From an optimization exercise on the open Yosys and OpenROAD flow, aimed at small area, a short achievable clock period and few clock cycles; shortcuts taken in it are not production practice. The RTL was checked by simulation tests, not by an equivalence proof against the original design.

==> flow/design.v, too long to show whole: its modules and the start of the top module <==
// module fa: 4 lines
// module addr3_27: 223 lines
// module addr3_29: 243 lines
// module add131: 1047 lines
// module add128: 1030 lines
// module addc0: 183 lines
// module carrycx: 40 lines
// module carry130: 257 lines
// module poly1305: 3103 lines
module poly1305(
  input rst_ni,
  input clk,
  input [127:0] r,
  input [127:0] s,
  input [127:0] m,
  input fb,
  input ld,
  input first,
  output [127:0] p,
  output rdy);
  // ...
==> flow/run.sh <==
#!/bin/bash
# synth_recipe.tcl (not shown) runs the flow's synth.tcl, then flattens the netlist and writes it again
# the make line also repeats each setting of config.mk as NAME=value (left out here)
make -C /OpenROAD-flow-scripts/flow DESIGN_CONFIG=/design/flow/config.mk WORK_HOME=/design/flow/orfs CLKGATE_MAP_FILE= SYNTH_SCRIPT=/design/flow/synth_recipe.tcl finish
==> flow/config.mk <==
export PLATFORM = sky130hd
export DESIGN_NAME = poly1305
export DESIGN_NICKNAME = poly1305
export VERILOG_FILES = /design/flow/design.v
export SDC_FILE = /design/flow/constraint.sdc
export NUM_CORES = 8
export LEC_CHECK = 0
export CAP_MARGIN = 50
export CELL_PAD_IN_SITES_DETAIL_PLACEMENT = 1
export CORE_MARGIN = 2
export CORE_UTILIZATION = 40
export PLACE_DENSITY = 0.6
export SETUP_SLACK_MARGIN = 5
export SLEW_MARGIN = 70
export SYNTH_HIERARCHICAL = 1
==> flow/constraint.sdc <==
create_clock -name core_clock -period 12.0 [get_ports {clk}]
set_input_delay 2.4000 -clock core_clock [delete_from_list [all_inputs] [get_ports {clk}]]
set_output_delay 2.4000 -clock core_clock [all_outputs]
set_load 0.01 [all_outputs]
==> flow_summary_export.csv, run 1 <==
group,metric,value,unit
run_status,outcome,"timing/DRC/antenna clean",
place,dp_hpwl,409,mm
timing,timing.fmax,0.180,GHz
die,taps,3515,
worst_setup_path,crit_family,"compound AO/OA/AOI/OAI gates",
timing,relSlewSlack,64.0,%
worst_setup_path,worstReg2RegStart,"A[40]",
timing,finalSetupViolCount,0,
finish,top_register,"A",
drt,drt-total-wl,546,mm
worst_setup_path,endpoint_kind,"register",
clock_network,cts.sinks,878,
min_path,min_from,"f2",
drt,met1_length,187,mm
worst_setup_path,crit_end,"M[70]",
grt,grt_pass1_wl,775,mm
finish,clkbuf_count,149,
clock_network,cts_resized,0,
worst_setup_path,r2r_slack,6.44,ns
worst_setup_path,cp.depth,20,
die,die_area,268000,um^2
synthesis,yosysWarnings,7,
finish,multi_input_gates,8263,
clock_network,clock_path_buffers,3,
timing,layout_setup_ws,6.44,ns
min_path,worstHoldPathType,"reg -> reg",
worst_setup_path,crit_start,"A[40]",
Testbench counts, summed over its fixed seeds: cycles 5,624.
==> module addr3_27, before the edit <==
module addr3_27(input [26:0] a, input [26:0] b, input ci, output [26:0] s, output co);
  wire [26:0] p = a ^ b;
  wire [26:0] g = a & b;
  wire G0 = g[0] | (p[0] & ci);
  wire G1 = g[1] | (p[1] & g[0]);
  wire P1 = p[1] & p[0];
  wire G2 = g[2] | (p[2] & g[1]);
  wire P2 = p[2] & p[1];
  wire G3 = g[3] | (p[3] & g[2]);
  wire P3 = p[3] & p[2];
  wire G4 = g[4] | (p[4] & g[3]);
  wire P4 = p[4] & p[3];
  wire G5 = g[5] | (p[5] & g[4]);
  wire P5 = p[5] & p[4];
  wire G6 = g[6] | (p[6] & g[5]);
  wire P6 = p[6] & p[5];
  wire G7 = g[7] | (p[7] & g[6]);
  wire P7 = p[7] & p[6];
  wire G8 = g[8] | (p[8] & g[7]);
  wire P8 = p[8] & p[7];
  wire G9 = g[9] | (p[9] & g[8]);
  wire P9 = p[9] & p[8];
  wire G10 = g[10] | (p[10] & g[9]);
  wire P10 = p[10] & p[9];
  wire G11 = g[11] | (p[11] & g[10]);
  wire P11 = p[11] & p[10];
  wire G12 = g[12] | (p[12] & g[11]);
  wire P12 = p[12] & p[11];
  wire G13 = g[13] | (p[13] & g[12]);
  wire P13 = p[13] & p[12];
  wire G14 = g[14] | (p[14] & g[13]);
  wire P14 = p[14] & p[13];
  wire G15 = g[15] | (p[15] & g[14]);
  wire P15 = p[15] & p[14];
  wire G16 = g[16] | (p[16] & g[15]);
  wire P16 = p[16] & p[15];
  wire G17 = g[17] | (p[17] & g[16]);
  wire P17 = p[17] & p[16];
  wire G18 = g[18] | (p[18] & g[17]);
  wire P18 = p[18] & p[17];
  wire G19 = g[19] | (p[19] & g[18]);
  wire P19 = p[19] & p[18];
  wire G20 = g[20] | (p[20] & g[19]);
  wire P20 = p[20] & p[19];
  wire G21 = g[21] | (p[21] & g[20]);
  wire P21 = p[21] & p[20];
  wire G22 = g[22] | (p[22] & g[21]);
  wire P22 = p[22] & p[21];
  wire G23 = g[23] | (p[23] & g[22]);
  wire P23 = p[23] & p[22];
  wire G24 = g[24] | (p[24] & g[23]);
  wire P24 = p[24] & p[23];
  wire G25 = g[25] | (p[25] & g[24]);
  wire P25 = p[25] & p[24];
  wire G26 = g[26] | (p[26] & g[25]);
  wire P26 = p[26] & p[25];
  wire G27 = G1 | (P1 & ci);
  wire G28 = G2 | (P2 & G0);
  wire G29 = G3 | (P3 & G1);
  wire P29 = P3 & P1;
  wire G30 = G4 | (P4 & G2);
  wire P30 = P4 & P2;
  wire G31 = G5 | (P5 & G3);
  wire P31 = P5 & P3;
  wire G32 = G6 | (P6 & G4);
  wire P32 = P6 & P4;
  wire G33 = G7 | (P7 & G5);
  wire P33 = P7 & P5;
  wire G34 = G8 | (P8 & G6);
  wire P34 = P8 & P6;
  wire G35 = G9 | (P9 & G7);
  wire P35 = P9 & P7;
  wire G36 = G10 | (P10 & G8);
  wire P36 = P10 & P8;
  wire G37 = G11 | (P11 & G9);
  wire P37 = P11 & P9;
  wire G38 = G12 | (P12 & G10);
  wire P38 = P12 & P10;
  wire G39 = G13 | (P13 & G11);
  wire P39 = P13 & P11;
  wire G40 = G14 | (P14 & G12);
  wire P40 = P14 & P12;
  wire G41 = G15 | (P15 & G13);
  wire P41 = P15 & P13;
  wire G42 = G16 | (P16 & G14);
  wire P42 = P16 & P14;
  wire G43 = G17 | (P17 & G15);
  wire P43 = P17 & P15;
  wire G44 = G18 | (P18 & G16);
  wire P44 = P18 & P16;
  wire G45 = G19 | (P19 & G17);
  wire P45 = P19 & P17;
  wire G46 = G20 | (P20 & G18);
  wire P46 = P20 & P18;
  wire G47 = G21 | (P21 & G19);
  wire P47 = P21 & P19;
  wire G48 = G22 | (P22 & G20);
  wire P48 = P22 & P20;
  wire G49 = G23 | (P23 & G21);
  wire P49 = P23 & P21;
  wire G50 = G24 | (P24 & G22);
  wire P50 = P24 & P22;
  wire G51 = G25 | (P25 & G23);
  wire P51 = P25 & P23;
  wire G52 = G26 | (P26 & G24);
  wire P52 = P26 & P24;
  wire G53 = G29 | (P29 & ci);
  wire G54 = G30 | (P30 & G0);
  wire G55 = G31 | (P31 & G27);
  wire G56 = G32 | (P32 & G28);
  wire G57 = G33 | (P33 & G29);
  wire P57 = P33 & P29;
  wire G58 = G34 | (P34 & G30);
  wire P58 = P34 & P30;
  wire G59 = G35 | (P35 & G31);
  wire P59 = P35 & P31;
  wire G60 = G36 | (P36 & G32);
  wire P60 = P36 & P32;
  wire G61 = G37 | (P37 & G33);
  wire P61 = P37 & P33;
  wire G62 = G38 | (P38 & G34);
  wire P62 = P38 & P34;
  wire G63 = G39 | (P39 & G35);
  wire P63 = P39 & P35;
  wire G64 = G40 | (P40 & G36);
  wire P64 = P40 & P36;
  wire G65 = G41 | (P41 & G37);
  wire P65 = P41 & P37;
  wire G66 = G42 | (P42 & G38);
  wire P66 = P42 & P38;
  wire G67 = G43 | (P43 & G39);
  wire P67 = P43 & P39;
  wire G68 = G44 | (P44 & G40);
  wire P68 = P44 & P40;
  wire G69 = G45 | (P45 & G41);
  wire P69 = P45 & P41;
  wire G70 = G46 | (P46 & G42);
  wire P70 = P46 & P42;
  wire G71 = G47 | (P47 & G43);
  wire P71 = P47 & P43;
  wire G72 = G48 | (P48 & G44);
  wire P72 = P48 & P44;
  wire G73 = G49 | (P49 & G45);
  wire P73 = P49 & P45;
  wire G74 = G50 | (P50 & G46);
  wire P74 = P50 & P46;
  wire G75 = G51 | (P51 & G47);
  wire P75 = P51 & P47;
  wire G76 = G52 | (P52 & G48);
  wire P76 = P52 & P48;
  wire G77 = G57 | (P57 & ci);
  wire G78 = G58 | (P58 & G0);
  wire G79 = G59 | (P59 & G27);
  wire G80 = G60 | (P60 & G28);
  wire G81 = G61 | (P61 & G53);
  wire G82 = G62 | (P62 & G54);
  wire G83 = G63 | (P63 & G55);
  wire G84 = G64 | (P64 & G56);
  wire G85 = G65 | (P65 & G57);
  wire P85 = P65 & P57;
  wire G86 = G66 | (P66 & G58);
  wire P86 = P66 & P58;
  wire G87 = G67 | (P67 & G59);
  wire P87 = P67 & P59;
  wire G88 = G68 | (P68 & G60);
  wire P88 = P68 & P60;
  wire G89 = G69 | (P69 & G61);
  wire P89 = P69 & P61;
  wire G90 = G70 | (P70 & G62);
  wire P90 = P70 & P62;
  wire G91 = G71 | (P71 & G63);
  wire P91 = P71 & P63;
  wire G92 = G72 | (P72 & G64);
  wire P92 = P72 & P64;
  wire G93 = G73 | (P73 & G65);
  wire P93 = P73 & P65;
  wire G94 = G74 | (P74 & G66);
  wire P94 = P74 & P66;
  wire G95 = G75 | (P75 & G67);
  wire P95 = P75 & P67;
  wire G96 = G76 | (P76 & G68);
  wire P96 = P76 & P68;
  wire G97 = G85 | (P85 & ci);
  wire G98 = G86 | (P86 & G0);
  wire G99 = G87 | (P87 & G27);
  wire G100 = G88 | (P88 & G28);
  wire G101 = G89 | (P89 & G53);
  wire G102 = G90 | (P90 & G54);
  wire G103 = G91 | (P91 & G55);
  wire G104 = G92 | (P92 & G56);
  wire G105 = G93 | (P93 & G77);
  wire G106 = G94 | (P94 & G78);
  wire G107 = G95 | (P95 & G79);
  wire G108 = G96 | (P96 & G80);
  assign s[0] = p[0] ^ ci;
  assign s[1] = p[1] ^ G0;
  assign s[2] = p[2] ^ G27;
  assign s[3] = p[3] ^ G28;
  assign s[4] = p[4] ^ G53;
  assign s[5] = p[5] ^ G54;
  assign s[6] = p[6] ^ G55;
  assign s[7] = p[7] ^ G56;
  assign s[8] = p[8] ^ G77;
  assign s[9] = p[9] ^ G78;
  assign s[10] = p[10] ^ G79;
  assign s[11] = p[11] ^ G80;
  assign s[12] = p[12] ^ G81;
  assign s[13] = p[13] ^ G82;
  assign s[14] = p[14] ^ G83;
  assign s[15] = p[15] ^ G84;
  assign s[16] = p[16] ^ G97;
  assign s[17] = p[17] ^ G98;
  assign s[18] = p[18] ^ G99;
  assign s[19] = p[19] ^ G100;
  assign s[20] = p[20] ^ G101;
  assign s[21] = p[21] ^ G102;
  assign s[22] = p[22] ^ G103;
  assign s[23] = p[23] ^ G104;
  assign s[24] = p[24] ^ G105;
  assign s[25] = p[25] ^ G106;
  assign s[26] = p[26] ^ G107;
  assign co = G108;
endmodule
==> run 2: changes to the inputs <==
--- a/flow/design.v
+++ b/flow/design.v
@@ -1,477 +1,345 @@
 module fa(input a, input b, input ci, output s, output co);
   assign s = a ^ b ^ ci;
   assign co = (a & b) | (ci & (a | b));
 endmodule
 module addr3_27(input [26:0] a, input [26:0] b, input ci, output [26:0] s, output co);
   wire [26:0] p = a ^ b;
   wire [26:0] g = a & b;
   wire G0 = g[0] | (p[0] & ci);
-  wire G1 = g[1] | (p[1] & g[0]);
-  wire P1 = p[1] & p[0];
-  wire G2 = g[2] | (p[2] & g[1]);
-  wire P2 = p[2] & p[1];
-  wire G3 = g[3] | (p[3] & g[2]);
-  wire P3 = p[3] & p[2];
-  wire G4 = g[4] | (p[4] & g[3]);
-  wire P4 = p[4] & p[3];
-  wire G5 = g[5] | (p[5] & g[4]);
-  wire P5 = p[5] & p[4];
-  wire G6 = g[6] | (p[6] & g[5]);
-  wire P6 = p[6] & p[5];
-  wire G7 = g[7] | (p[7] & g[6]);
-  wire P7 = p[7] & p[6];
-  wire G8 = g[8] | (p[8] & g[7]);
-  wire P8 = p[8] & p[7];
-  wire G9 = g[9] | (p[9] & g[8]);
-  wire P9 = p[9] & p[8];
-  wire G10 = g[10] | (p[10] & g[9]);
-  wire P10 = p[10] & p[9];
-  wire G11 = g[11] | (p[11] & g[10]);
-  wire P11 = p[11] & p[10];
-  wire G12 = g[12] | (p[12] & g[11]);
-  wire P12 = p[12] & p[11];
-  wire G13 = g[13] | (p[13] & g[12]);
-  wire P13 = p[13] & p[12];
-  wire G14 = g[14] | (p[14] & g[13]);
-  wire P14 = p[14] & p[13];
-  wire G15 = g[15] | (p[15] & g[14]);
-  wire P15 = p[15] & p[14];
-  wire G16 = g[16] | (p[16] & g[15]);
-  wire P16 = p[16] & p[15];
-  wire G17 = g[17] | (p[17] & g[16]);
-  wire P17 = p[17] & p[16];
-  wire G18 = g[18] | (p[18] & g[17]);
-  wire P18 = p[18] & p[17];
-  wire G19 = g[19] | (p[19] & g[18]);
-  wire P19 = p[19] & p[18];
-  wire G20 = g[20] | (p[20] & g[19]);
-  wire P20 = p[20] & p[19];
-  wire G21 = g[21] | (p[21] & g[20]);
-  wire P21 = p[21] & p[20];
-  wire G22 = g[22] | (p[22] & g[21]);
-  wire P22 = p[22] & p[21];
-  wire G23 = g[23] | (p[23] & g[22]);
-  wire P23 = p[23] & p[22];
-  wire G24 = g[24] | (p[24] & g[23]);
-  wire P24 = p[24] & p[23];
-  wire G25 = g[25] | (p[25] & g[24]);
-  wire P25 = p[25] & p[24];
-  wire G26 = g[26] | (p[26] & g[25]);
-  wire P26 = p[26] & p[25];
-  wire G27 = G1 | (P1 & ci);
-  wire G28 = G2 | (P2 & G0);
-  wire G29 = G3 | (P3 & G1);
-  wire P29 = P3 & P1;
-  wire G30 = G4 | (P4 & G2);
-  wire P30 = P4 & P2;
-  wire G31 = G5 | (P5 & G3);
-  wire P31 = P5 & P3;
-  wire G32 = G6 | (P6 & G4);
-  wire P32 = P6 & P4;
-  wire G33 = G7 | (P7 & G5);
-  wire P33 = P7 & P5;
-  wire G34 = G8 | (P8 & G6);
-  wire P34 = P8 & P6;
-  wire G35 = G9 | (P9 & G7);
-  wire P35 = P9 & P7;
-  wire G36 = G10 | (P10 & G8);
-  wire P36 = P10 & P8;
-  wire G37 = G11 | (P11 & G9);
-  wire P37 = P11 & P9;
-  wire G38 = G12 | (P12 & G10);
-  wire P38 = P12 & P10;
-  wire G39 = G13 | (P13 & G11);
-  wire P39 = P13 & P11;
-  wire G40 = G14 | (P14 & G12);
-  wire P40 = P14 & P12;
-  wire G41 = G15 | (P15 & G13);
-  wire P41 = P15 & P13;
-  wire G42 = G16 | (P16 & G14);
-  wire P42 = P16 & P14;
-  wire G43 = G17 | (P17 & G15);
-  wire P43 = P17 & P15;
-  wire G44 = G18 | (P18 & G16);
-  wire P44 = P18 & P16;
-  wire G45 = G19 | (P19 & G17);
-  wire P45 = P19 & P17;
-  wire G46 = G20 | (P20 & G18);
-  wire P46 = P20 & P18;
-  wire G47 = G21 | (P21 & G19);
-  wire P47 = P21 & P19;
-  wire G48 = G22 | (P22 & G20);
-  wire P48 = P22 & P20;
-  wire G49 = G23 | (P23 & G21);
-  wire P49 = P23 & P21;
-  wire G50 = G24 | (P24 & G22);
-  wire P50 = P24 & P22;
-  wire G51 = G25 | (P25 & G23);
-  wire P51 = P25 & P23;
-  wire G52 = G26 | (P26 & G24);
-  wire P52 = P26 & P24;
-  wire G53 = G29 | (P29 & ci);
-  wire G54 = G30 | (P30 & G0);
-  wire G55 = G31 | (P31 & G27);
-  wire G56 = G32 | (P32 & G28);
-  wire G57 = G33 | (P33 & G29);
-  wire P57 = P33 & P29;
-  wire G58 = G34 | (P34 & G30);
-  wire P58 = P34 & P30;
-  wire G59 = G35 | (P35 & G31);
-  wire P59 = P35 & P31;
-  wire G60 = G36 | (P36 & G32);
-  wire P60 = P36 & P32;
-  wire G61 = G37 | (P37 & G33);
-  wire P61 = P37 & P33;
-  wire G62 = G38 | (P38 & G34);
-  wire P62 = P38 & P34;
-  wire G63 = G39 | (P39 & G35);
-  wire P63 = P39 & P35;
-  wire G64 = G40 | (P40 & G36);
-  wire P64 = P40 & P36;
-  wire G65 = G41 | (P41 & G37);
-  wire P65 = P41 & P37;
-  wire G66 = G42 | (P42 & G38);
-  wire P66 = P42 & P38;
-  wire G67 = G43 | (P43 & G39);
-  wire P67 = P43 & P39;
-  wire G68 = G44 | (P44 & G40);
-  wire P68 = P44 & P40;
-  wire G69 = G45 | (P45 & G41);
-  wire P69 = P45 & P41;
-  wire G70 = G46 | (P46 & G42);
-  wire P70 = P46 & P42;
-  wire G71 = G47 | (P47 & G43);
-  wire P71 = P47 & P43;
-  wire G72 = G48 | (P48 & G44);
-  wire P72 = P48 & P44;
-  wire G73 = G49 | (P49 & G45);
-  wire P73 = P49 & P45;
-  wire G74 = G50 | (P50 & G46);
-  wire P74 = P50 & P46;
-  wire G75 = G51 | (P51 & G47);
-  wire P75 = P51 & P47;
-  wire G76 = G52 | (P52 & G48);
-  wire P76 = P52 & P48;
-  wire G77 = G57 | (P57 & ci);
-  wire G78 = G58 | (P58 & G0);
-  wire G79 = G59 | (P59 & G27);
-  wire G80 = G60 | (P60 & G28);
-  wire G81 = G61 | (P61 & G53);
-  wire G82 = G62 | (P62 & G54);
-  wire G83 = G63 | (P63 & G55);
-  wire G84 = G64 | (P64 & G56);
-  wire G85 = G65 | (P65 & G57);
-  wire P85 = P65 & P57;
-  wire G86 = G66 | (P66 & G58);
-  wire P86 = P66 & P58;
-  wire G87 = G67 | (P67 & G59);
-  wire P87 = P67 & P59;
-  wire G88 = G68 | (P68 & G60);
-  wire P88 = P68 & P60;
-  wire G89 = G69 | (P69 & G61);
-  wire P89 = P69 & P61;
-  wire G90 = G70 | (P70 & G62);
-  wire P90 = P70 & P62;
-  wire G91 = G71 | (P71 & G63);
-  wire P91 = P71 & P63;
-  wire G92 = G72 | (P72 & G64);
-  wire P92 = P72 & P64;
-  wire G93 = G73 | (P73 & G65);
-  wire P93 = P73 & P65;
-  wire G94 = G74 | (P74 & G66);
-  wire P94 = P74 & P66;
-  wire G95 = G75 | (P75 & G67);
-  wire P95 = P75 & P67;
-  wire G96 = G76 | (P76 & G68);
-  wire P96 = P76 & P68;
-  wire G97 = G85 | (P85 & ci);
-  wire G98 = G86 | (P86 & G0);
-  wire G99 = G87 | (P87 & G27);
-  wire G100 = G88 | (P88 & G28);
-  wire G101 = G89 | (P89 & G53);
-  wire G102 = G90 | (P90 & G54);
-  wire G103 = G91 | (P91 & G55);
-  wire G104 = G92 | (P92 & G56);
-  wire G105 = G93 | (P93 & G77);
-  wire G106 = G94 | (P94 & G78);
-  wire G107 = G95 | (P95 & G79);
-  wire G108 = G96 | (P96 & G80);
+  wire G1 = g[2] | (p[2] & g[1]);
+  wire P1 = p[2] & p[1];
+  wire G2 = g[4] | (p[4] & g[3]);
+  wire P2 = p[4] & p[3];
+  wire G3 = g[6] | (p[6] & g[5]);
+  wire P3 = p[6] & p[5];
+  wire G4 = g[8] | (p[8] & g[7]);
+  wire P4 = p[8] & p[7];
+  wire G5 = g[10] | (p[10] & g[9]);
+  wire P5 = p[10] & p[9];
+  wire G6 = g[12] | (p[12] & g[11]);
+  wire P6 = p[12] & p[11];
+  wire G7 = g[14] | (p[14] & g[13]);
+  wire P7 = p[14] & p[13];
+  wire G8 = g[16] | (p[16] & g[15]);
+  wire P8 = p[16] & p[15];
+  wire G9 = g[18] | (p[18] & g[17]);
+  wire P9 = p[18] & p[17];
+  wire G10 = g[20] | (p[20] & g[19]);
+  wire P10 = p[20] & p[19];
+  wire G11 = g[22] | (p[22] & g[21]);
+  wire P11 = p[22] & p[21];
+  wire G12 = g[24] | (p[24] & g[23]);
+  wire P12 = p[24] & p[23];
+  wire G13 = g[26] | (p[26] & g[25]);
+  wire P13 = p[26] & p[25];
+  wire G14 = g[1] | (p[1] & G0);
+  wire P14 = p[1] & 1'b0;
+  wire G15 = G1 | (P1 & G0);
+  wire P15 = P1 & 1'b0;
+  wire G16 = g[5] | (p[5] & G2);
+  wire P16 = p[5] & P2;
+  wire G17 = G3 | (P3 & G2);
+  wire P17 = P3 & P2;
+  wire G18 = g[9] | (p[9] & G4);
+  wire P18 = p[9] & P4;
+  wire G19 = G5 | (P5 & G4);
+  wire P19 = P5 & P4;
+  wire G20 = g[13] | (p[13] & G6);
+  wire P20 = p[13] & P6;
+  wire G21 = G7 | (P7 & G6);
+  wire P21 = P7 & P6;
+  wire G22 = g[17] | (p[17] & G8);
+  wire P22 = p[17] & P8;
+  wire G23 = G9 | (P9 & G8);
+  wire P23 = P9 & P8;
+  wire G24 = g[21] | (p[21] & G10);
+  wire P24 = p[21] & P10;
+  wire G25 = G11 | (P11 & G10);
+  wire P25 = P11 & P10;
+  wire G26 = g[25] | (p[25] & G12);
+  wire P26 = p[25] & P12;
+  wire G27 = G13 | (P13 & G12);
+  wire P27 = P13 & P12;
+  wire G28 = g[3] | (p[3] & G15);
+  wire P28 = p[3] & P15;
+  wire G29 = G2 | (P2 & G15);
+  wire P29 = P2 & P15;
+  wire G30 = G16 | (P16 & G15);
+  wire P30 = P16 & P15;
+  wire G31 = G17 | (P17 & G15);
+  wire P31 = P17 & P15;
+  wire G32 = g[11] | (p[11] & G19);
+  wire P32 = p[11] & P19;
+  wire G33 = G6 | (P6 & G19);
+  wire P33 = P6 & P19;
+  wire G34 = G20 | (P20 & G19);
+  wire P34 = P20 & P19;
+  wire G35 = G21 | (P21 & G19);
+  wire P35 = P21 & P19;
+  wire G36 = g[19] | (p[19] & G23);
+  wire P36 = p[19] & P23;
+  wire G37 = G10 | (P10 & G23);
+  wire P37 = P10 & P23;
+  wire G38 = G24 | (P24 & G23);
+  wire P38 = P24 & P23;
+  wire G39 = G25 | (P25 & G23);
+  wire P39 = P25 & P23;
+  wire G40 = g[7] | (p[7] & G31);
+  wire P40 = p[7] & P31;
+  wire G41 = G4 | (P4 & G31);
+  wire P41 = P4 & P31;
+  wire G42 = G18 | (P18 & G31);
+  wire P42 = P18 & P31;
+  wire G43 = G19 | (P19 & G31);
+  wire P43 = P19 & P31;
+  wire G44 = G32 | (P32 & G31);
+  wire P44 = P32 & P31;
+  wire G45 = G33 | (P33 & G31);
+  wire P45 = P33 & P31;
+  wire G46 = G34 | (P34 & G31);
+  wire P46 = P34 & P31;
+  wire G47 = G35 | (P35 & G31);
+  wire P47 = P35 & P31;
+  wire G48 = g[23] | (p[23] & G39);
+  wire P48 = p[23] & P39;
+  wire G49 = G12 | (P12 & G39);
+  wire P49 = P12 & P39;
+  wire G50 = G26 | (P26 & G39);
+  wire P50 = P26 & P39;
+  wire G51 = G27 | (P27 & G39);
+  wire P51 = P27 & P39;
+  wire G52 = g[15] | (p[15] & G47);
+  wire P52 = p[15] & P47;
+  wire G53 = G8 | (P8 & G47);
+  wire P53 = P8 & P47;
+  wire G54 = G22 | (P22 & G47);
+  wire P54 = P22 & P47;
+  wire G55 = G23 | (P23 & G47);
+  wire P55 = P23 & P47;
+  wire G56 = G36 | (P36 & G47);
+  wire P56 = P36 & P47;
+  wire G57 = G37 | (P37 & G47);
+  wire P57 = P37 & P47;
+  wire G58 = G38 | (P38 & G47);
+  wire P58 = P38 & P47;
+  wire G59 = G39 | (P39 & G47);
+  wire P59 = P39 & P47;
+  wire G60 = G48 | (P48 & G47);
+  wire P60 = P48 & P47;
+  wire G61 = G49 | (P49 & G47);
+  wire P61 = P49 & P47;
+  wire G62 = G50 | (P50 & G47);
+  wire P62 = P50 & P47;
+  wire G63 = G51 | (P51 & G47);
+  wire P63 = P51 & P47;
   assign s[0] = p[0] ^ ci;
   assign s[1] = p[1] ^ G0;
-  assign s[2] = p[2] ^ G27;
-  assign s[3] = p[3] ^ G28;
-  assign s[4] = p[4] ^ G53;
-  assign s[5] = p[5] ^ G54;
-  assign s[6] = p[6] ^ G55;
-  assign s[7] = p[7] ^ G56;
-  assign s[8] = p[8] ^ G77;
-  assign s[9] = p[9] ^ G78;
-  assign s[10] = p[10] ^ G79;
-  assign s[11] = p[11] ^ G80;
-  assign s[12] = p[12] ^ G81;
-  assign s[13] = p[13] ^ G82;
-  assign s[14] = p[14] ^ G83;
-  assign s[15] = p[15] ^ G84;
-  assign s[16] = p[16] ^ G97;
-  assign s[17] = p[17] ^ G98;
-  assign s[18] = p[18] ^ G99;
-  assign s[19] = p[19] ^ G100;
-  assign s[20] = p[20] ^ G101;
-  assign s[21] = p[21] ^ G102;
-  assign s[22] = p[22] ^ G103;
-  assign s[23] = p[23] ^ G104;
-  assign s[24] = p[24] ^ G105;
-  assign s[25] = p[25] ^ G106;
-  assign s[26] = p[26] ^ G107;
-  assign co = G108;
+  assign s[2] = p[2] ^ G14;
+  assign s[3] = p[3] ^ G15;
+  assign s[4] = p[4] ^ G28;
+  assign s[5] = p[5] ^ G29;
+  assign s[6] = p[6] ^ G30;
+  assign s[7] = p[7] ^ G31;
+  assign s[8] = p[8] ^ G40;
+  assign s[9] = p[9] ^ G41;
+  assign s[10] = p[10] ^ G42;
+  assign s[11] = p[11] ^ G43;
+  assign s[12] = p[12] ^ G44;
+  assign s[13] = p[13] ^ G45;
+  assign s[14] = p[14] ^ G46;
+  assign s[15] = p[15] ^ G47;
+  assign s[16] = p[16] ^ G52;
+  assign s[17] = p[17] ^ G53;
+  assign s[18] = p[18] ^ G54;
+  assign s[19] = p[19] ^ G55;
+  assign s[20] = p[20] ^ G56;
+  assign s[21] = p[21] ^ G57;
+  assign s[22] = p[22] ^ G58;
+  assign s[23] = p[23] ^ G59;
+  assign s[24] = p[24] ^ G60;
+  assign s[25] = p[25] ^ G61;
+  assign s[26] = p[26] ^ G62;
+  assign co = G63;
 endmodule
 module addr3_29(input [28:0] a, input [28:0] b, input ci, output [28:0] s, output co);
   wire [28:0] p = a ^ b;
   wire [28:0] g = a & b;
   wire G0 = g[0] | (p[0] & ci);
-  wire G1 = g[1] | (p[1] & g[0]);
-  wire P1 = p[1] & p[0];
-  wire G2 = g[2] | (p[2] & g[1]);
-  wire P2 = p[2] & p[1];
-  wire G3 = g[3] | (p[3] & g[2]);
-  wire P3 = p[3] & p[2];
-  wire G4 = g[4] | (p[4] & g[3]);
-  wire P4 = p[4] & p[3];
-  wire G5 = g[5] | (p[5] & g[4]);
-  wire P5 = p[5] & p[4];
-  wire G6 = g[6] | (p[6] & g[5]);
-  wire P6 = p[6] & p[5];
-  wire G7 = g[7] | (p[7] & g[6]);
-  wire P7 = p[7] & p[6];
-  wire G8 = g[8] | (p[8] & g[7]);
-  wire P8 = p[8] & p[7];
-  wire G9 = g[9] | (p[9] & g[8]);
-  wire P9 = p[9] & p[8];
-  wire G10 = g[10] | (p[10] & g[9]);
-  wire P10 = p[10] & p[9];
-  wire G11 = g[11] | (p[11] & g[10]);
-  wire P11 = p[11] & p[10];
-  wire G12 = g[12] | (p[12] & g[11]);
-  wire P12 = p[12] & p[11];
-  wire G13 = g[13] | (p[13] & g[12]);
-  wire P13 = p[13] & p[12];
-  wire G14 = g[14] | (p[14] & g[13]);
-  wire P14 = p[14] & p[13];
-  wire G15 = g[15] | (p[15] & g[14]);
-  wire P15 = p[15] & p[14];
-  wire G16 = g[16] | (p[16] & g[15]);
-  wire P16 = p[16] & p[15];
-  wire G17 = g[17] | (p[17] & g[16]);
-  wire P17 = p[17] & p[16];
-  wire G18 = g[18] | (p[18] & g[17]);
-  wire P18 = p[18] & p[17];
-  wire G19 = g[19] | (p[19] & g[18]);
-  wire P19 = p[19] & p[18];
-  wire G20 = g[20] | (p[20] & g[19]);
-  wire P20 = p[20] & p[19];
-  wire G21 = g[21] | (p[21] & g[20]);
-  wire P21 = p[21] & p[20];
-  wire G22 = g[22] | (p[22] & g[21]);
-  wire P22 = p[22] & p[21];
-  wire G23 = g[23] | (p[23] & g[22]);
-  wire P23 = p[23] & p[22];
-  wire G24 = g[24] | (p[24] & g[23]);
-  wire P24 = p[24] & p[23];
-  wire G25 = g[25] | (p[25] & g[24]);
-  wire P25 = p[25] & p[24];
-  wire G26 = g[26] | (p[26] & g[25]);
-  wire P26 = p[26] & p[25];
-  wire G27 = g[27] | (p[27] & g[26]);
-  wire P27 = p[27] & p[26];
-  wire G28 = g[28] | (p[28] & g[27]);
-  wire P28 = p[28] & p[27];
-  wire G29 = G1 | (P1 & ci);
-  wire G30 = G2 | (P2 & G0);
-  wire G31 = G3 | (P3 & G1);
-  wire P31 = P3 & P1;
-  wire G32 = G4 | (P4 & G2);
-  wire P32 = P4 & P2;
-  wire G33 = G5 | (P5 & G3);
-  wire P33 = P5 & P3;
-  wire G34 = G6 | (P6 & G4);
-  wire P34 = P6 & P4;
-  wire G35 = G7 | (P7 & G5);
-  wire P35 = P7 & P5;
-  wire G36 = G8 | (P8 & G6);
-  wire P36 = P8 & P6;
-  wire G37 = G9 | (P9 & G7);
-  wire P37 = P9 & P7;
-  wire G38 = G10 | (P10 & G8);
-  wire P38 = P10 & P8;
-  wire G39 = G11 | (P11 & G9);
-  wire P39 = P11 & P9;
-  wire G40 = G12 | (P12 & G10);
-  wire P40 = P12 & P10;
-  wire G41 = G13 | (P13 & G11);
-  wire P41 = P13 & P11;
-  wire G42 = G14 | (P14 & G12);
-  wire P42 = P14 & P12;
-  wire G43 = G15 | (P15 & G13);
-  wire P43 = P15 & P13;
-  wire G44 = G16 | (P16 & G14);
-  wire P44 = P16 & P14;
-  wire G45 = G17 | (P17 & G15);
-  wire P45 = P17 & P15;
-  wire G46 = G18 | (P18 & G16);
-  wire P46 = P18 & P16;
-  wire G47 = G19 | (P19 & G17);
-  wire P47 = P19 & P17;
-  wire G48 = G20 | (P20 & G18);
-  wire P48 = P20 & P18;
-  wire G49 = G21 | (P21 & G19);
-  wire P49 = P21 & P19;
-  wire G50 = G22 | (P22 & G20);
-  wire P50 = P22 & P20;
-  wire G51 = G23 | (P23 & G21);
-  wire P51 = P23 & P21;
-  wire G52 = G24 | (P24 & G22);
-  wire P52 = P24 & P22;
-  wire G53 = G25 | (P25 & G23);
-  wire P53 = P25 & P23;
-  wire G54 = G26 | (P26 & G24);
-  wire P54 = P26 & P24;
-  wire G55 = G27 | (P27 & G25);
-  wire P55 = P27 & P25;
-  wire G56 = G28 | (P28 & G26);
-  wire P56 = P28 & P26;
-  wire G57 = G31 | (P31 & ci);
-  wire G58 = G32 | (P32 & G0);
-  wire G59 = G33 | (P33 & G29);
-  wire G60 = G34 | (P34 & G30);
-  wire G61 = G35 | (P35 & G31);
-  wire P61 = P35 & P31;
-  wire G62 = G36 | (P36 & G32);
-  wire P62 = P36 & P32;
-  wire G63 = G37 | (P37 & G33);
-  wire P63 = P37 & P33;
-  wire G64 = G38 | (P38 & G34);
-  wire P64 = P38 & P34;
-  wire G65 = G39 | (P39 & G35);
-  wire P65 = P39 & P35;
-  wire G66 = G40 | (P40 & G36);
-  wire P66 = P40 & P36;
-  wire G67 = G41 | (P41 & G37);
-  wire P67 = P41 & P37;
-  wire G68 = G42 | (P42 & G38);
-  wire P68 = P42 & P38;
-  wire G69 = G43 | (P43 & G39);
-  wire P69 = P43 & P39;
-  wire G70 = G44 | (P44 & G40);
-  wire P70 = P44 & P40;
-  wire G71 = G45 | (P45 & G41);
-  wire P71 = P45 & P41;
-  wire G72 = G46 | (P46 & G42);
-  wire P72 = P46 & P42;
-  wire G73 = G47 | (P47 & G43);
-  wire P73 = P47 & P43;
-  wire G74 = G48 | (P48 & G44);
-  wire P74 = P48 & P44;
-  wire G75 = G49 | (P49 & G45);
-  wire P75 = P49 & P45;
-  wire G76 = G50 | (P50 & G46);
-  wire P76 = P50 & P46;
-  wire G77 = G51 | (P51 & G47);
-  wire P77 = P51 & P47;
-  wire G78 = G52 | (P52 & G48);
-  wire P78 = P52 & P48;
-  wire G79 = G53 | (P53 & G49);
-  wire P79 = P53 & P49;
-  wire G80 = G54 | (P54 & G50);
-  wire P80 = P54 & P50;
-  wire G81 = G55 | (P55 & G51);
-  wire P81 = P55 & P51;
-  wire G82 = G56 | (P56 & G52);
-  wire P82 = P56 & P52;
-  wire G83 = G61 | (P61 & ci);
-  wire G84 = G62 | (P62 & G0);
-  wire G85 = G63 | (P63 & G29);
-  wire G86 = G64 | (P64 & G30);
-  wire G87 = G65 | (P65 & G57);
-  wire G88 = G66 | (P66 & G58);
-  wire G89 = G67 | (P67 & G59);
-  wire G90 = G68 | (P68 & G60);
-  wire G91 = G69 | (P69 & G61);
-  wire P91 = P69 & P61;
-  wire G92 = G70 | (P70 & G62);
-  wire P92 = P70 & P62;
-  wire G93 = G71 | (P71 & G63);
-  wire P93 = P71 & P63;
-  wire G94 = G72 | (P72 & G64);
-  wire P94 = P72 & P64;
-  wire G95 = G73 | (P73 & G65);
-  wire P95 = P73 & P65;
-  wire G96 = G74 | (P74 & G66);
-  wire P96 = P74 & P66;
-  wire G97 = G75 | (P75 & G67);
-  wire P97 = P75 & P67;
-  wire G98 = G76 | (P76 & G68);
-  wire P98 = P76 & P68;
-  wire G99 = G77 | (P77 & G69);
-  wire P99 = P77 & P69;
-  wire G100 = G78 | (P78 & G70);
-  wire P100 = P78 & P70;
-  wire G101 = G79 | (P79 & G71);
-  wire P101 = P79 & P71;
-  wire G102 = G80 | (P80 & G72);
-  wire P102 = P80 & P72;
-  wire G103 = G81 | (P81 & G73);
-  wire P103 = P81 & P73;
-  wire G104 = G82 | (P82 & G74);
-  wire P104 = P82 & P74;
-  wire G105 = G91 | (P91 & ci);
-  wire G106 = G92 | (P92 & G0);
-  wire G107 = G93 | (P93 & G29);
-  wire G108 = G94 | (P94 & G30);
-  wire G109 = G95 | (P95 & G57);
-  wire G110 = G96 | (P96 & G58);
-  wire G111 = G97 | (P97 & G59);
-  wire G112 = G98 | (P98 & G60);
-  wire G113 = G99 | (P99 & G83);
-  wire G114 = G100 | (P100 & G84);
-  wire G115 = G101 | (P101 & G85);
-  wire G116 = G102 | (P102 & G86);
-  wire G117 = G103 | (P103 & G87);
-  wire G118 = G104 | (P104 & G88);
+  wire G1 = g[2] | (p[2] & g[1]);
+  wire P1 = p[2] & p[1];
+  wire G2 = g[4] | (p[4] & g[3]);
+  wire P2 = p[4] & p[3];
+  wire G3 = g[6] | (p[6] & g[5]);
+  wire P3 = p[6] & p[5];
+  wire G4 = g[8] | (p[8] & g[7]);
+  wire P4 = p[8] & p[7];
+  wire G5 = g[10] | (p[10] & g[9]);
+  wire P5 = p[10] & p[9];
+  wire G6 = g[12] | (p[12] & g[11]);
+  wire P6 = p[12] & p[11];
+  wire G7 = g[14] | (p[14] & g[13]);
+  wire P7 = p[14] & p[13];
+  wire G8 = g[16] | (p[16] & g[15]);
+  wire P8 = p[16] & p[15];
+  wire G9 = g[18] | (p[18] & g[17]);
+  wire P9 = p[18] & p[17];
+  wire G10 = g[20] | (p[20] & g[19]);
+  wire P10 = p[20] & p[19];
+  wire G11 = g[22] | (p[22] & g[21]);
+  wire P11 = p[22] & p[21];
+  wire G12 = g[24] | (p[24] & g[23]);
+  wire P12 = p[24] & p[23];
+  wire G13 = g[26] | (p[26] & g[25]);
+  wire P13 = p[26] & p[25];
+  wire G14 = g[28] | (p[28] & g[27]);
+  wire P14 = p[28] & p[27];
+  wire G15 = g[1] | (p[1] & G0);
+  wire P15 = p[1] & 1'b0;
+  wire G16 = G1 | (P1 & G0);
+  wire P16 = P1 & 1'b0;
+  wire G17 = g[5] | (p[5] & G2);
+  wire P17 = p[5] & P2;
+  wire G18 = G3 | (P3 & G2);
+  wire P18 = P3 & P2;
+  wire G19 = g[9] | (p[9] & G4);
+  wire P19 = p[9] & P4;
+  wire G20 = G5 | (P5 & G4);
+  wire P20 = P5 & P4;
+  wire G21 = g[13] | (p[13] & G6);
+  wire P21 = p[13] & P6;
+  wire G22 = G7 | (P7 & G6);
+  wire P22 = P7 & P6;
+  wire G23 = g[17] | (p[17] & G8);
+  wire P23 = p[17] & P8;
+  wire G24 = G9 | (P9 & G8);
+  wire P24 = P9 & P8;
+  wire G25 = g[21] | (p[21] & G10);
+  wire P25 = p[21] & P10;
+  wire G26 = G11 | (P11 & G10);
+  wire P26 = P11 & P10;
+  wire G27 = g[25] | (p[25] & G12);
+  wire P27 = p[25] & P12;
+  wire G28 = G13 | (P13 & G12);
+  wire P28 = P13 & P12;
+  wire G29 = g[3] | (p[3] & G16);
+  wire P29 = p[3] & P16;
+  wire G30 = G2 | (P2 & G16);
+  wire P30 = P2 & P16;
+  wire G31 = G17 | (P17 & G16);
+  wire P31 = P17 & P16;
+  wire G32 = G18 | (P18 & G16);
+  wire P32 = P18 & P16;
+  wire G33 = g[11] | (p[11] & G20);
+  wire P33 = p[11] & P20;
+  wire G34 = G6 | (P6 & G20);
+  wire P34 = P6 & P20;
+  wire G35 = G21 | (P21 & G20);
+  wire P35 = P21 & P20;
+  wire G36 = G22 | (P22 & G20);
+  wire P36 = P22 & P20;
+  wire G37 = g[19] | (p[19] & G24);
+  wire P37 = p[19] & P24;
+  wire G38 = G10 | (P10 & G24);
+  wire P38 = P10 & P24;
+  wire G39 = G25 | (P25 & G24);
+  wire P39 = P25 & P24;
+  wire G40 = G26 | (P26 & G24);
+  wire P40 = P26 & P24;
+  wire G41 = g[27] | (p[27] & G28);
+  wire P41 = p[27] & P28;
+  wire G42 = G14 | (P14 & G28);
+  wire P42 = P14 & P28;
+  wire G43 = g[7] | (p[7] & G32);
+  wire P43 = p[7] & P32;
+  wire G44 = G4 | (P4 & G32);
+  wire P44 = P4 & P32;
+  wire G45 = G19 | (P19 & G32);
+  wire P45 = P19 & P32;
+  wire G46 = G20 | (P20 & G32);
+  wire P46 = P20 & P32;
+  wire G47 = G33 | (P33 & G32);
+  wire P47 = P33 & P32;
+  wire G48 = G34 | (P34 & G32);
+  wire P48 = P34 & P32;
+  wire G49 = G35 | (P35 & G32);
+  wire P49 = P35 & P32;
+  wire G50 = G36 | (P36 & G32);
+  wire P50 = P36 & P32;
+  wire G51 = g[23] | (p[23] & G40);
+  wire P51 = p[23] & P40;
+  wire G52 = G12 | (P12 & G40);
+  wire P52 = P12 & P40;
+  wire G53 = G27 | (P27 & G40);
+  wire P53 = P27 & P40;
+  wire G54 = G28 | (P28 & G40);
+  wire P54 = P28 & P40;
+  wire G55 = G41 | (P41 & G40);
+  wire P55 = P41 & P40;
+  wire G56 = G42 | (P42 & G40);
+  wire P56 = P42 & P40;
+  wire G57 = g[15] | (p[15] & G50);
+  wire P57 = p[15] & P50;
+  wire G58 = G8 | (P8 & G50);
+  wire P58 = P8 & P50;
+  wire G59 = G23 | (P23 & G50);
+  wire P59 = P23 & P50;
+  wire G60 = G24 | (P24 & G50);
+  wire P60 = P24 & P50;
+  wire G61 = G37 | (P37 & G50);
+  wire P61 = P37 & P50;
+  wire G62 = G38 | (P38 & G50);
+  wire P62 = P38 & P50;
+  wire G63 = G39 | (P39 & G50);
+  wire P63 = P39 & P50;
+  wire G64 = G40 | (P40 & G50);
+  wire P64 = P40 & P50;
+  wire G65 = G51 | (P51 & G50);
+  wire P65 = P51 & P50;
+  wire G66 = G52 | (P52 & G50);
+  wire P66 = P52 & P50;
+  wire G67 = G53 | (P53 & G50);
+  wire P67 = P53 & P50;
+  wire G68 = G54 | (P54 & G50);
+  wire P68 = P54 & P50;
+  wire G69 = G55 | (P55 & G50);
+  wire P69 = P55 & P50;
+  wire G70 = G56 | (P56 & G50);
+  wire P70 = P56 & P50;
   assign s[0] = p[0] ^ ci;
   assign s[1] = p[1] ^ G0;
-  assign s[2] = p[2] ^ G29;
-  assign s[3] = p[3] ^ G30;
-  assign s[4] = p[4] ^ G57;
-  assign s[5] = p[5] ^ G58;
-  assign s[6] = p[6] ^ G59;
-  assign s[7] = p[7] ^ G60;
-  assign s[8] = p[8] ^ G83;
-  assign s[9] = p[9] ^ G84;
-  assign s[10] = p[10] ^ G85;
-  assign s[11] = p[11] ^ G86;
-  assign s[12] = p[12] ^ G87;
-  assign s[13] = p[13] ^ G88;
-  assign s[14] = p[14] ^ G89;
-  assign s[15] = p[15] ^ G90;
-  assign s[16] = p[16] ^ G105;
-  assign s[17] = p[17] ^ G106;
-  assign s[18] = p[18] ^ G107;
-  assign s[19] = p[19] ^ G108;
-  assign s[20] = p[20] ^ G109;
-  assign s[21] = p[21] ^ G110;
-  assign s[22] = p[22] ^ G111;
-  assign s[23] = p[23] ^ G112;
-  assign s[24] = p[24] ^ G113;
-  assign s[25] = p[25] ^ G114;
-  assign s[26] = p[26] ^ G115;
-  assign s[27] = p[27] ^ G116;
-  assign s[28] = p[28] ^ G117;
-  assign co = G118;
+  assign s[2] = p[2] ^ G15;
+  assign s[3] = p[3] ^ G16;
+  assign s[4] = p[4] ^ G29;
+  assign s[5] = p[5] ^ G30;
+  assign s[6] = p[6] ^ G31;
+  assign s[7] = p[7] ^ G32;
+  assign s[8] = p[8] ^ G43;
+  assign s[9] = p[9] ^ G44;
+  assign s[10] = p[10] ^ G45;
+  assign s[11] = p[11] ^ G46;
+  assign s[12] = p[12] ^ G47;
+  assign s[13] = p[13] ^ G48;
+  assign s[14] = p[14] ^ G49;
+  assign s[15] = p[15] ^ G50;
+  assign s[16] = p[16] ^ G57;
+  assign s[17] = p[17] ^ G58;
+  assign s[18] = p[18] ^ G59;
+  assign s[19] = p[19] ^ G60;
+  assign s[20] = p[20] ^ G61;
+  assign s[21] = p[21] ^ G62;
+  assign s[22] = p[22] ^ G63;
+  assign s[23] = p[23] ^ G64;
+  assign s[24] = p[24] ^ G65;
+  assign s[25] = p[25] ^ G66;
+  assign s[26] = p[26] ^ G67;
+  assign s[27] = p[27] ^ G68;
+  assign s[28] = p[28] ^ G69;
+  assign co = G70;
 endmodule
 module add131(input [130:0] a, input [130:0] b, input ci, output [130:0] s, output co);
   wire [130:0] p = a ^ b;
   wire [130:0] g = a & b;
   wire G0 = g[0] | (p[0] & ci);
   wire G1 = g[2] | (p[2] & g[1]);
   wire P1 = p[2] & p[1];
   wire G2 = g[4] | (p[4] & g[3]);
@@ -2763,273 +2631,16 @@
   wire G16 = G13 | (P13 & G12);
   wire P16 = P13 & P12;
   wire G17 = g[19] | (p[19] & G14);
   wire P17 = p[19] & P14;
   wire G18 = G16 | (P16 & G15);
   wire G19 = G17 | (P17 & G18);
   assign co = G19;
 endmodule
-module carry130(input [129:0] a, input [129:0] b, input ci, output co);
-  wire [129:0] p = a ^ b;
-  wire [129:0] g = a & b;
-  wire G0 = g[0] | (p[0] & ci);
-  wire G1 = g[2] | (p[2] & g[1]);
-  wire P1 = p[2] & p[1];
-  wire G2 = g[4] | (p[4] & g[3]);
-  wire P2 = p[4] & p[3];
-  wire G3 = g[6] | (p[6] & g[5]);
-  wire P3 = p[6] & p[5];
-  wire G4 = g[8] | (p[8] & g[7]);
-  wire P4 = p[8] & p[7];
-  wire G5 = g[10] | (p[10] & g[9]);
-  wire P5 = p[10] & p[9];
-  wire G6 = g[12] | (p[12] & g[11]);
-  wire P6 = p[12] & p[11];
-  wire G7 = g[14] | (p[14] & g[13]);
-  wire P7 = p[14] & p[13];
-  wire G8 = g[16] | (p[16] & g[15]);
-  wire P8 = p[16] & p[15];
-  wire G9 = g[18] | (p[18] & g[17]);
-  wire P9 = p[18] & p[17];
-  wire G10 = g[20] | (p[20] & g[19]);
-  wire P10 = p[20] & p[19];
-  wire G11 = g[22] | (p[22] & g[21]);
-  wire P11 = p[22] & p[21];
-  wire G12 = g[24] | (p[24] & g[23]);
-  wire P12 = p[24] & p[23];
-  wire G13 = g[26] | (p[26] & g[25]);
-  wire P13 = p[26] & p[25];
-  wire G14 = g[28] | (p[28] & g[27]);
-  wire P14 = p[28] & p[27];
-  wire G15 = g[30] | (p[30] & g[29]);
-  wire P15 = p[30] & p[29];
-  wire G16 = g[32] | (p[32] & g[31]);
-  wire P16 = p[32] & p[31];
-  wire G17 = g[34] | (p[34] & g[33]);
-  wire P17 = p[34] & p[33];
-  wire G18 = g[36] | (p[36] & g[35]);
-  wire P18 = p[36] & p[35];
-  wire G19 = g[38] | (p[38] & g[37]);
-  wire P19 = p[38] & p[37];
-  wire G20 = g[40] | (p[40] & g[39]);
-  wire P20 = p[40] & p[39];
-  wire G21 = g[42] | (p[42] & g[41]);
-  wire P21 = p[42] & p[41];
-  wire G22 = g[44] | (p[44] & g[43]);
-  wire P22 = p[44] & p[43];
-  wire G23 = g[46] | (p[46] & g[45]);
-  wire P23 = p[46] & p[45];
-  wire G24 = g[48] | (p[48] & g[47]);
-  wire P24 = p[48] & p[47];
-  wire G25 = g[50] | (p[50] & g[49]);
-  wire P25 = p[50] & p[49];
-  wire G26 = g[52] | (p[52] & g[51]);
-  wire P26 = p[52] & p[51];
-  wire G27 = g[54] | (p[54] & g[53]);
-  wire P27 = p[54] & p[53];
-  wire G28 = g[56] | (p[56] & g[55]);
-  wire P28 = p[56] & p[55];
-  wire G29 = g[58] | (p[58] & g[57]);
-  wire P29 = p[58] & p[57];
-  wire G30 = g[60] | (p[60] & g[59]);
-  wire P30 = p[60] & p[59];
-  wire G31 = g[62] | (p[62] & g[61]);
-  wire P31 = p[62] & p[61];
-  wire G32 = g[64] | (p[64] & g[63]);
-  wire P32 = p[64] & p[63];
-  wire G33 = g[66] | (p[66] & g[65]);
-  wire P33 = p[66] & p[65];
-  wire G34 = g[68] | (p[68] & g[67]);
-  wire P34 = p[68] & p[67];
-  wire G35 = g[70] | (p[70] & g[69]);
-  wire P35 = p[70] & p[69];
-  wire G36 = g[72] | (p[72] & g[71]);
-  wire P36 = p[72] & p[71];
-  wire G37 = g[74] | (p[74] & g[73]);
-  wire P37 = p[74] & p[73];
-  wire G38 = g[76] | (p[76] & g[75]);
-  wire P38 = p[76] & p[75];
-  wire G39 = g[78] | (p[78] & g[77]);
-  wire P39 = p[78] & p[77];
-  wire G40 = g[80] | (p[80] & g[79]);
-  wire P40 = p[80] & p[79];
-  wire G41 = g[82] | (p[82] & g[81]);
-  wire P41 = p[82] & p[81];
-  wire G42 = g[84] | (p[84] & g[83]);
-  wire P42 = p[84] & p[83];
-  wire G43 = g[86] | (p[86] & g[85]);
-  wire P43 = p[86] & p[85];
-  wire G44 = g[88] | (p[88] & g[87]);
-  wire P44 = p[88] & p[87];
-  wire G45 = g[90] | (p[90] & g[89]);
-  wire P45 = p[90] & p[89];
-  wire G46 = g[92] | (p[92] & g[91]);
-  wire P46 = p[92] & p[91];
-  wire G47 = g[94] | (p[94] & g[93]);
-  wire P47 = p[94] & p[93];
-  wire G48 = g[96] | (p[96] & g[95]);
-  wire P48 = p[96] & p[95];
-  wire G49 = g[98] | (p[98] & g[97]);
-  wire P49 = p[98] & p[97];
-  wire G50 = g[100] | (p[100] & g[99]);
-  wire P50 = p[100] & p[99];
-  wire G51 = g[102] | (p[102] & g[101]);
-  wire P51 = p[102] & p[101];
-  wire G52 = g[104] | (p[104] & g[103]);
-  wire P52 = p[104] & p[103];
-  wire G53 = g[106] | (p[106] & g[105]);
-  wire P53 = p[106] & p[105];
-  wire G54 = g[108] | (p[108] & g[107]);
-  wire P54 = p[108] & p[107];
-  wire G55 = g[110] | (p[110] & g[109]);
-  wire P55 = p[110] & p[109];
-  wire G56 = g[112] | (p[112] & g[111]);
-  wire P56 = p[112] & p[111];
-  wire G57 = g[114] | (p[114] & g[113]);
-  wire P57 = p[114] & p[113];
-  wire G58 = g[116] | (p[116] & g[115]);
-  wire P58 = p[116] & p[115];
-  wire G59 = g[118] | (p[118] & g[117]);
-  wire P59 = p[118] & p[117];
-  wire G60 = g[120] | (p[120] & g[119]);
-  wire P60 = p[120] & p[119];
-  wire G61 = g[122] | (p[122] & g[121]);
-  wire P61 = p[122] & p[121];
-  wire G62 = g[124] | (p[124] & g[123]);
-  wire P62 = p[124] & p[123];
-  wire G63 = g[126] | (p[126] & g[125]);
-  wire P63 = p[126] & p[125];
-  wire G64 = g[128] | (p[128] & g[127]);
-  wire P64 = p[128] & p[127];
-  wire G65 = G1 | (P1 & G0);
-  wire G66 = G3 | (P3 & G2);
-  wire P66 = P3 & P2;
-  wire G67 = G5 | (P5 & G4);
-  wire P67 = P5 & P4;
-  wire G68 = G7 | (P7 & G6);
-  wire P68 = P7 & P6;
-  wire G69 = G9 | (P9 & G8);
-  wire P69 = P9 & P8;
-  wire G70 = G11 | (P11 & G10);
-  wire P70 = P11 & P10;
-  wire G71 = G13 | (P13 & G12);
-  wire P71 = P13 & P12;
-  wire G72 = G15 | (P15 & G14);
-  wire P72 = P15 & P14;
-  wire G73 = G17 | (P17 & G16);
-  wire P73 = P17 & P16;
-  wire G74 = G19 | (P19 & G18);
-  wire P74 = P19 & P18;
-  wire G75 = G21 | (P21 & G20);
-  wire P75 = P21 & P20;
-  wire G76 = G23 | (P23 & G22);
-  wire P76 = P23 & P22;
-  wire G77 = G25 | (P25 & G24);
-  wire P77 = P25 & P24;
-  wire G78 = G27 | (P27 & G26);
-  wire P78 = P27 & P26;
-  wire G79 = G29 | (P29 & G28);
-  wire P79 = P29 & P28;
-  wire G80 = G31 | (P31 & G30);
-  wire P80 = P31 & P30;
-  wire G81 = G33 | (P33 & G32);
-  wire P81 = P33 & P32;
-  wire G82 = G35 | (P35 & G34);
-  wire P82 = P35 & P34;
-  wire G83 = G37 | (P37 & G36);
-  wire P83 = P37 & P36;
-  wire G84 = G39 | (P39 & G38);
-  wire P84 = P39 & P38;
-  wire G85 = G41 | (P41 & G40);
-  wire P85 = P41 & P40;
-  wire G86 = G43 | (P43 & G42);
-  wire P86 = P43 & P42;
-  wire G87 = G45 | (P45 & G44);
-  wire P87 = P45 & P44;
-  wire G88 = G47 | (P47 & G46);
-  wire P88 = P47 & P46;
-  wire G89 = G49 | (P49 & G48);
-  wire P89 = P49 & P48;
-  wire G90 = G51 | (P51 & G50);
-  wire P90 = P51 & P50;
-  wire G91 = G53 | (P53 & G52);
-  wire P91 = P53 & P52;
-  wire G92 = G55 | (P55 & G54);
-  wire P92 = P55 & P54;
-  wire G93 = G57 | (P57 & G56);
-  wire P93 = P57 & P56;
-  wire G94 = G59 | (P59 & G58);
-  wire P94 = P59 & P58;
-  wire G95 = G61 | (P61 & G60);
-  wire P95 = P61 & P60;
-  wire G96 = G63 | (P63 & G62);
-  wire P96 = P63 & P62;
-  wire G97 = g[129] | (p[129] & G64);
-  wire P97 = p[129] & P64;
-  wire G98 = G66 | (P66 & G65);
-  wire G99 = G68 | (P68 & G67);
-  wire P99 = P68 & P67;
-  wire G100 = G70 | (P70 & G69);
-  wire P100 = P70 & P69;
-  wire G101 = G72 | (P72 & G71);
-  wire P101 = P72 & P71;
-  wire G102 = G74 | (P74 & G73);
-  wire P102 = P74 & P73;
-  wire G103 = G76 | (P76 & G75);
-  wire P103 = P76 & P75;
-  wire G104 = G78 | (P78 & G77);
-  wire P104 = P78 & P77;
-  wire G105 = G80 | (P80 & G79);
-  wire P105 = P80 & P79;
-  wire G106 = G82 | (P82 & G81);
-  wire P106 = P82 & P81;
-  wire G107 = G84 | (P84 & G83);
-  wire P107 = P84 & P83;
-  wire G108 = G86 | (P86 & G85);
-  wire P108 = P86 & P85;
-  wire G109 = G88 | (P88 & G87);
-  wire P109 = P88 & P87;
-  wire G110 = G90 | (P90 & G89);
-  wire P110 = P90 & P89;
-  wire G111 = G92 | (P92 & G91);
-  wire P111 = P92 & P91;
-  wire G112 = G94 | (P94 & G93);
-  wire P112 = P94 & P93;
-  wire G113 = G96 | (P96 & G95);
-  wire P113 = P96 & P95;
-  wire G114 = G99 | (P99 & G98);
-  wire G115 = G101 | (P101 & G100);
-  wire P115 = P101 & P100;
-  wire G116 = G103 | (P103 & G102);
-  wire P116 = P103 & P102;
-  wire G117 = G105 | (P105 & G104);
-  wire P117 = P105 & P104;
-  wire G118 = G107 | (P107 & G106);
-  wire P118 = P107 & P106;
-  wire G119 = G109 | (P109 & G108);
-  wire P119 = P109 & P108;
-  wire G120 = G111 | (P111 & G110);
-  wire P120 = P111 & P110;
-  wire G121 = G113 | (P113 & G112);
-  wire P121 = P113 & P112;
-  wire G122 = G115 | (P115 & G114);
-  wire G123 = G117 | (P117 & G116);
-  wire P123 = P117 & P116;
-  wire G124 = G119 | (P119 & G118);
-  wire P124 = P119 & P118;
-  wire G125 = G121 | (P121 & G120);
-  wire P125 = P121 & P120;
-  wire G126 = G123 | (P123 & G122);
-  wire G127 = G125 | (P125 & G124);
-  wire P127 = P125 & P124;
-  wire G128 = G127 | (P127 & G126);
-  wire G129 = G97 | (P97 & G128);
-  assign co = G129;
-endmodule
 module poly1305(
   input rst_ni,
   input clk,
   input [127:0] r,
   input [127:0] s,
   input [127:0] m,
   input fb,
   input ld,
@@ -6076,19 +5687,17 @@
   fa fo398 (.a(LsN[19]), .b(LcN[19]), .ci(foc[270]), .s(fos[398]), .co(foc[398]));
   wire [130:0] xsN = {cxN, foc[397], foc[396], foc[395], foc[394], foc[393], foc[392], foc[391], foc[390], foc[389], foc[388], foc[387], foc[386], foc[385], foc[384], foc[383], foc[382], foc[381], foc[380], foc[379], foc[378], foc[377], foc[376], foc[375], foc[374], foc[373], foc[372], foc[371], foc[370], foc[369], foc[368], foc[367], foc[366], foc[365], foc[364], foc[363], foc[362], foc[361], foc[360], foc[359], foc[358], foc[357], foc[356], foc[355], foc[354], foc[353], foc[352], foc[351], foc[350], foc[349], foc[348], foc[347], foc[346], foc[345], foc[344], foc[343], foc[342], foc[341], foc[340], foc[339], foc[338], foc[337], foc[336], foc[335], foc[334], foc[333], foc[332], foc[331], foc[330], foc[329], foc[328], foc[327], foc[326], foc[325], foc[324], foc[323], foc[322], foc[321], foc[320], foc[319], foc[318], foc[317], foc[316], foc[315], foc[314], foc[313], foc[312], foc[311], foc[310], foc[309], foc[308], foc[307], foc[306], foc[305], foc[304], foc[303], foc[302], foc[301], foc[300], foc[299], foc[298], foc[297], foc[296], foc[295], foc[294], foc[293], foc[292], foc[291], foc[290], foc[289], foc[288], foc[287], foc[286], foc[285], foc[284], foc[283], foc[282], foc[281], foc[280], foc[279], foc[278], foc[277], foc[276], foc[275], foc[274], foc[273], foc[272], foc[271], fos[271], foc[142], fos[142]};
   wire [130:0] xcN = {foc[398], fos[398], fos[397], fos[396], fos[395], fos[394], fos[393], fos[392], fos[391], fos[390], fos[389], fos[388], fos[387], fos[386], fos[385], fos[384], fos[383], fos[382], fos[381], fos[380], fos[379], fos[378], fos[377], fos[376], fos[375], fos[374], fos[373], fos[372], fos[371], fos[370], fos[369], fos[368], fos[367], fos[366], fos[365], fos[364], fos[363], fos[362], fos[361], fos[360], fos[359], fos[358], fos[357], fos[356], fos[355], fos[354], fos[353], fos[352], fos[351], fos[350], fos[349], fos[348], fos[347], fos[346], fos[345], fos[344], fos[343], fos[342], fos[341], fos[340], fos[339], fos[338], fos[337], fos[336], fos[335], fos[334], fos[333], fos[332], fos[331], fos[330], fos[329], fos[328], fos[327], fos[326], fos[325], fos[324], fos[323], fos[322], fos[321], fos[320], fos[319], fos[318], fos[317], fos[316], fos[315], fos[314], fos[313], fos[312], fos[311], fos[310], fos[309], fos[308], fos[307], fos[306], fos[305], fos[304], fos[303], fos[302], fos[301], fos[300], fos[299], fos[298], fos[297], fos[296], fos[295], fos[294], fos[293], fos[292], fos[291], fos[290], fos[289], fos[288], fos[287], fos[286], fos[285], fos[284], fos[283], fos[282], fos[281], fos[280], fos[279], fos[278], fos[277], fos[276], fos[275], fos[274], fos[273], fos[272], 1'b1, fos[143], cxN};
   reg [2:0] XT;
   wire [130:0] xsum;
   wire xco;
   add131 u_xadd (.a(A[130:0]), .b({XT, M}), .ci(1'b1), .s(xsum), .co(xco));
   wire [130:0] X = ~xsum;   
-  wire c130;
-  carry130 u_c130 (.a(A[129:0]), .b({XT[1:0], M}), .ci(1'b1), .co(c130));
-  wire cX = ~(A[130] ^ XT[2] ^ c130);    
+  wire cX = X[130];
   wire [127:0] pa = {A[127:3] ^ M[127:3], A[2] ^ M[2] ^ c5r, A[1:0]};
   wire [127:0] pb = {A[126:3] & M[126:3], (A[2] & M[2]) | (c5r & (A[2] | M[2])), 1'b0, M[1:0]};
   wire [127:0] pv;
   wire pvco;
   add128 u_pv (.a(pa), .b(pb), .ci(c5r), .s(pv), .co(pvco));
   always @(posedge clk or negedge rst_ni) begin
     if (!rst_ni) begin
       A <= '0;
--- a/flow/config.mk
+++ b/flow/config.mk
@@ -4,12 +4,13 @@
 export VERILOG_FILES = /design/flow/design.v
 export SDC_FILE = /design/flow/constraint.sdc
 export NUM_CORES = 8
 export LEC_CHECK = 0
 export CAP_MARGIN = 50
 export CELL_PAD_IN_SITES_DETAIL_PLACEMENT = 1
 export CORE_MARGIN = 2
 export CORE_UTILIZATION = 40
+export MIN_ROUTING_LAYER = met2
 export PLACE_DENSITY = 0.6
 export SETUP_SLACK_MARGIN = 5
 export SLEW_MARGIN = 70
 export SYNTH_HIERARCHICAL = 1
==> flow_summary_export.csv, run 2 <==
group,metric,value,unit
run_status,outcome,"stopped before the end",
run_status,stop_stage,"global routing",
run_status,error,"[ERROR GRT-0116] Global routing finished with congestion. Check the congestion regions in the DRC Viewer.",
place,pre_cts_ws,5.85,ns
clock_network,hold_buffers,0,
die,die_y,508,um
place,dpl_cell_area,114000,um^2
synthesis,synthesis.area,102000,um^2
die,floorplan.initialDensity,40.3,%
grt,grt_max_degree,73,
die,pin_count,518,
clock_network,postCtsSetupBuffers,0,
clock_network,clock_path_buffers,3,
clock_network,cts.sinks,878,
place,io_buffer_count,495,
die,rows,184,
clock_network,htreeDepth,3,
clock_network,numCtsBuffers,118,
clock_network,clock-root-buffer,"clkbuf_16",
synthesis,syn_area_per_cell,10.3,um^2
synthesis,synthCells,9841,
synthesis,yosysWarnings,7,
place,place.gp.congestion,1.19,
place,dp_hpwl,449,mm
die,die_w,508,um
place,dp.cells,13300,
clock_network,cts_resized,0,
[run 2: metrics by stage]
step / utilization, % / hold WS, ns
floorplan: - / 0.331
global placement: 43.4 / 0.337
detailed placement: 45.4 / 0.366
CTS: 47.1 / 0.372
[run 2: worst min path at each step]
| stage | start | to | cells past startpoint |
|---|---|---|---|
| floorplan | f2 | done | 0 |
| global placement | f2 | done | 0 |
| detailed placement | it[5] | f1 | 0 |
| CTS | f2 | done | 0 |
Testbench counts of run 2, summed over its fixed seeds: cycles 5,624.

## what the ideal ports hide
Ports are ideal in the flow. The routed layout listed here was re-timed in OpenROAD.
Step 1: set_driving_cell puts a clkbuf_16 on clk and a buf_2 on each other input, an assumption about the parent block.
Step 2, shift: input delay + t, output delay - t, t = (earliest + latest rising clock arrival at the registers) / 2. This alone moves slack from input paths to output paths.
Three values: ideal ports, drivers, drivers and shift; two values: the first two.
run: run 1
t (ns): 0.944
setup WS [ns]: 6.438 / 6.438 / 6.144
clock arrival spread, ns: 0.072 / 0.072
After both steps setup and hold are still met in run 1. For run 1, drivers alone change the setup slack by 0.000 ns; drivers and shift together by -0.294 ns.
